This is an optimization exercise on Yosys and OpenROAD, whose aim is small area and a short achievable clock period, not a production implementation.
Function was checked by simulation only, so behaviour that the tests miss may differ from the original.
No activity file was given, so power comes from the tool's default toggle rates.

==> flow/design.v <==
`timescale 1us / 1ps
module ARTAU(
    input radar_echo,
    input scan_for_target,
    input [31:0] jet_speed,
    input [31:0] max_safe_distance,
    input RST,
    input CLK,
    output radar_pulse_trigger,
    output [31:0] distance_to_target,
    output reg threat_detected,
    output reg [1:0] ARTAU_state
);
reg [4:0] k;          
reg [4:0] k1;         
reg [4:0] k2;         
reg [4:0] kd;         
reg have_prev;
function [31:0] half_mm;
    input [5:0] n;
    integer i;
    begin
        half_mm = 32'd0;
        for (i = 1; i <= 38; i = i + 1)
            half_mm = half_mm | ({32{n == i}} & (32'd7500000 * i));
    end
endfunction
function less;
    input [31:0] a;
    input [31:0] b;
    integer i;
    begin
        less = 1'b0;
        for (i = 0; i < 32; i = i + 1)
            less = (~a[i] & b[i]) | (~a[i] & less) | (b[i] & less);
    end
endfunction
function [4:0] inc;
    input [4:0] a;
    inc = a ^ {&a[3:0], &a[2:0], &a[1:0], a[0], 1'b1};
endfunction
function [5:0] sub;
    input [5:0] a;
    input [5:0] b;
    integer i;
    reg c;
    begin
        c = 1'b0;
        for (i = 0; i < 6; i = i + 1) begin
            sub[i] = a[i] ^ b[i] ^ c;
            c = (~a[i] & (b[i] | c)) | (b[i] & c);
        end
    end
endfunction
assign radar_pulse_trigger = (ARTAU_state == 2'b01);
assign distance_to_target = half_mm({kd, 1'b0});
wire [5:0] dk = sub({1'b0, k1}, {1'b0, k2});
wire closing = ~dk[5] & (dk[4:0] != 0);
wire lt3 = ~|k[4:2] & ~&k[1:0];
wire lt10 = ~k[4] & ~(k[3] & (k[2] | k[1]));
wire lt20 = ~k[4] | ~(k[3] | k[2]);
wire lt30 = ~&k[4:1];
wire m2 = ~lt20;
wire [31:0] lim = half_mm(m2 ? {1'b0, dk[4:0]} : {dk[4:0], 1'b0});
wire ahead = lt10 | less(jet_speed, lim);
wire threat_next = closing & ahead & less(half_mm({k2, 1'b0}), max_safe_distance);
always @(posedge CLK or posedge RST) begin
    if (RST) begin
        ARTAU_state <= 2'b00;
        threat_detected <= 0;
        kd <= 0;
        k <= 0;
        have_prev <= 0;
    end else begin
        case (ARTAU_state)
            2'b00:
                if (scan_for_target)
                    ARTAU_state <= 2'b01;
            2'b01:
                if (lt3) begin
                    k <= inc(k);
                end else begin
                    k <= 0;
                    ARTAU_state <= 2'b10;
                end
            2'b10:
                if (lt20) begin
                    if (radar_echo) begin
                        k <= 0;
                        if (have_prev) begin
                            ARTAU_state <= 2'b11;
                        end else begin
                            have_prev <= 1;
                            ARTAU_state <= 2'b01;
                        end
                    end else begin
                        k <= inc(k);
                    end
                end else begin
                    ARTAU_state <= 2'b00;
                    kd <= 0;
                    threat_detected <= 0;
                    k <= 0;
                    have_prev <= 0;
                end
            2'b11:
                if (lt30) begin
                    kd <= k2;
                    threat_detected <= threat_next;
                    if (scan_for_target) begin
                        k <= 0;
                        ARTAU_state <= 2'b01;
                    end else begin
                        k <= inc(k);
                    end
                end else begin
                    ARTAU_state <= 2'b00;
                    kd <= 0;
                    threat_detected <= 0;
                    k <= 0;
                    have_prev <= 0;
                end
        endcase
    end
end
always @(posedge CLK) begin
    if (ARTAU_state == 2'b10 && lt20 && radar_echo) begin
        k1 <= k2;
        k2 <= k;
    end
end
endmodule
module ECSU(
    input CLK,
    input RST,
    input thunderstorm,
    input [5:0] wind,
    input [1:0] visibility,
    input signed [7:0] temperature,
    output reg severe_weather,
    output reg emergency_landing_alert,
    output reg [1:0] ECSU_state
);
    parameter ALL_CLEAR = 2'b00;
    parameter CAUTION = 2'b01;
    parameter HIGH_ALERT = 2'b10;
    parameter EMERGENCY = 2'b11;
    reg [1:0] current_state, next_state;
    always @(posedge CLK or posedge RST) begin
        if (RST) begin
            current_state <= ALL_CLEAR;
        end else begin
            current_state <= next_state;
        end
    end
    always @(*) begin
        severe_weather = (current_state == HIGH_ALERT) || (current_state == EMERGENCY);
        emergency_landing_alert = (current_state == EMERGENCY);
        ECSU_state = current_state;
    end
    always @(*) begin
        next_state = current_state;
        case (current_state)
            ALL_CLEAR: begin
                if (wind >= 11 && wind <= 15)  
                    next_state = CAUTION;
                else if (visibility == 2'b01)  
                    next_state = CAUTION;
                else if (thunderstorm || wind > 15 || temperature > 35 || temperature < -35 || visibility == 2'b11) begin
                    next_state = HIGH_ALERT;
                end
            end
            CAUTION: begin
                if (wind <= 10 && visibility == 2'b00)  
                    next_state = ALL_CLEAR;
                else if (thunderstorm || wind > 15 || temperature > 35 || temperature < -35 || visibility == 2'b11) begin
                    next_state = HIGH_ALERT;
                end
            end
            HIGH_ALERT: begin
                if (temperature < -40 || temperature > 40 || wind > 20) begin
                    next_state = EMERGENCY;
                end else if (!thunderstorm && wind <= 10 && temperature >= -35 && temperature <= 35 && visibility != 2'b11) begin
                    next_state = CAUTION;
                end
            end
            EMERGENCY: begin
            end
        endcase
    end
endmodule
`timescale 1us / 1ps
module ICMS(
    input CLK,
    input RST,
    input radar_echo,
    input scan_for_target,
    input [31:0] jet_speed,
    input [31:0] max_safe_distance,
    input [5:0] wind,
    input thunderstorm,
    input [1:0] visibility,
    input signed [7:0] temperature,
    output radar_pulse_trigger,
    output [31:0] distance_to_target,
    output safe_to_engage,
    output threat_detected,
    output emergency_landing_alert,
    output [1:0] ECSU_state,  
    output [1:0] ARTAU_state
);
   wire severe_weather;
   ARTAU artau_inst (
       .radar_echo(radar_echo),
       .scan_for_target(scan_for_target),
       .jet_speed(jet_speed),
       .max_safe_distance(max_safe_distance),
       .RST(RST),
       .CLK(CLK),
       .radar_pulse_trigger(radar_pulse_trigger),
       .distance_to_target(distance_to_target),
       .threat_detected(threat_detected),
       .ARTAU_state(ARTAU_state)
   );
   ECSU ecsu_inst (
       .CLK(CLK),
       .RST(RST),
       .thunderstorm(thunderstorm),
       .wind(wind),
       .visibility(visibility),
       .temperature(temperature),
       .severe_weather(severe_weather),
       .emergency_landing_alert(emergency_landing_alert),
       .ECSU_state(ECSU_state)
   );
   assign safe_to_engage = (threat_detected) && (!severe_weather);
endmodule
Settings: LEC_CHECK=0, ABC_AREA=1, CAP_MARGIN=20, CORE_MARGIN=2, CORE_UTILIZATION=40, SLEW_MARGIN=20; clock period 30.0 ns.
run.sh (not shown) runs the stock make flow with config.mk's settings and CLKGATE_MAP_FILE= SYNTH_SCRIPT=/design/flow/synth_recipe.tcl, a recipe that flattens the netlist after the stock synthesis.
The baseline finished with timing, DRC and antenna clean.
Next try:
Settings changed: ABC_AREA 1 to default.
Outcome:
- global-route usage went down by 1.1 points
- die area climbs by 19%
- maximum frequency went down by 0.72%
- synthesized cell count barely changes
Next try:
==> flow/flow/run.sh (new file) <==
#!/bin/bash
# The standard layout, with plain buf_1 cells as the port buffers instead of the
# default delay buffers.
set -euo pipefail
export BUFFER_PORTS_ARGS="-buffer_cell sky130_fd_sc_hd__buf_1"
bash standard.sh finish > standard.log 2>&1
==> flow/standard.sh (new file) <==
#!/bin/bash
# synth_recipe.tcl (not shown) runs the flow's synth.tcl, then flattens the netlist and writes it again
# the make line also repeats each setting of config.mk as NAME=value (left out here)
make -C /OpenROAD-flow-scripts/flow DESIGN_CONFIG=/design/flow/config.mk WORK_HOME=/design/flow/orfs CLKGATE_MAP_FILE= SYNTH_SCRIPT=/design/flow/synth_recipe.tcl "${@:-finish}"
Settings changed: ABC_AREA from default to 1.
removed: flow/run.sh
Register-to-register slack improved by 0.49 ns.
Power decreases by 11%.
First-iteration DRC count decreases by 46%.
Flip-flop and latch count is unchanged.
Core utilization decreases by 3.0 points.
Area after synthesis decreases by 17%.

==> what the ideal ports hide <==
In the flow no input, the clock included, has a driving cell. The finished layouts below were timed again as built, in two steps.
Step 1: set_driving_cell puts a clkbuf_16 on CLK and a buf_2 on each other input, an assumption about the parent block.
Step 2 times the ports against the registers' clock, not the clock port: input delays grow and output delays shrink by t, the midpoint of the rising clock arrivals with the driver on.
Three values: no drivers, after step 1, after step 2; two values: the first two.
| run | shift t [ns] | setup slack, ns | hold WS [ns] | worst slew at a driven data input, ns |
|---|---|---|---|---|
| the first run | 0.289 | 21.533 / 21.518 / 21.242 | 0.478 / 0.478 / 0.478 | 0.04 |
| the second run | 0.297 | 21.472 / 21.441 / 21.509 | 0.542 / 0.542 / 0.542 | 0.05 |
| the third run | 0.287 | 21.900 / 21.903 / 21.616 | 0.492 / 0.492 / 0.492 | 0.03 |
After both steps setup and hold are still met in every run listed. The setup slack of the first run, which loses most, moves by -0.015 ns with the drivers and by -0.291 ns with both steps.
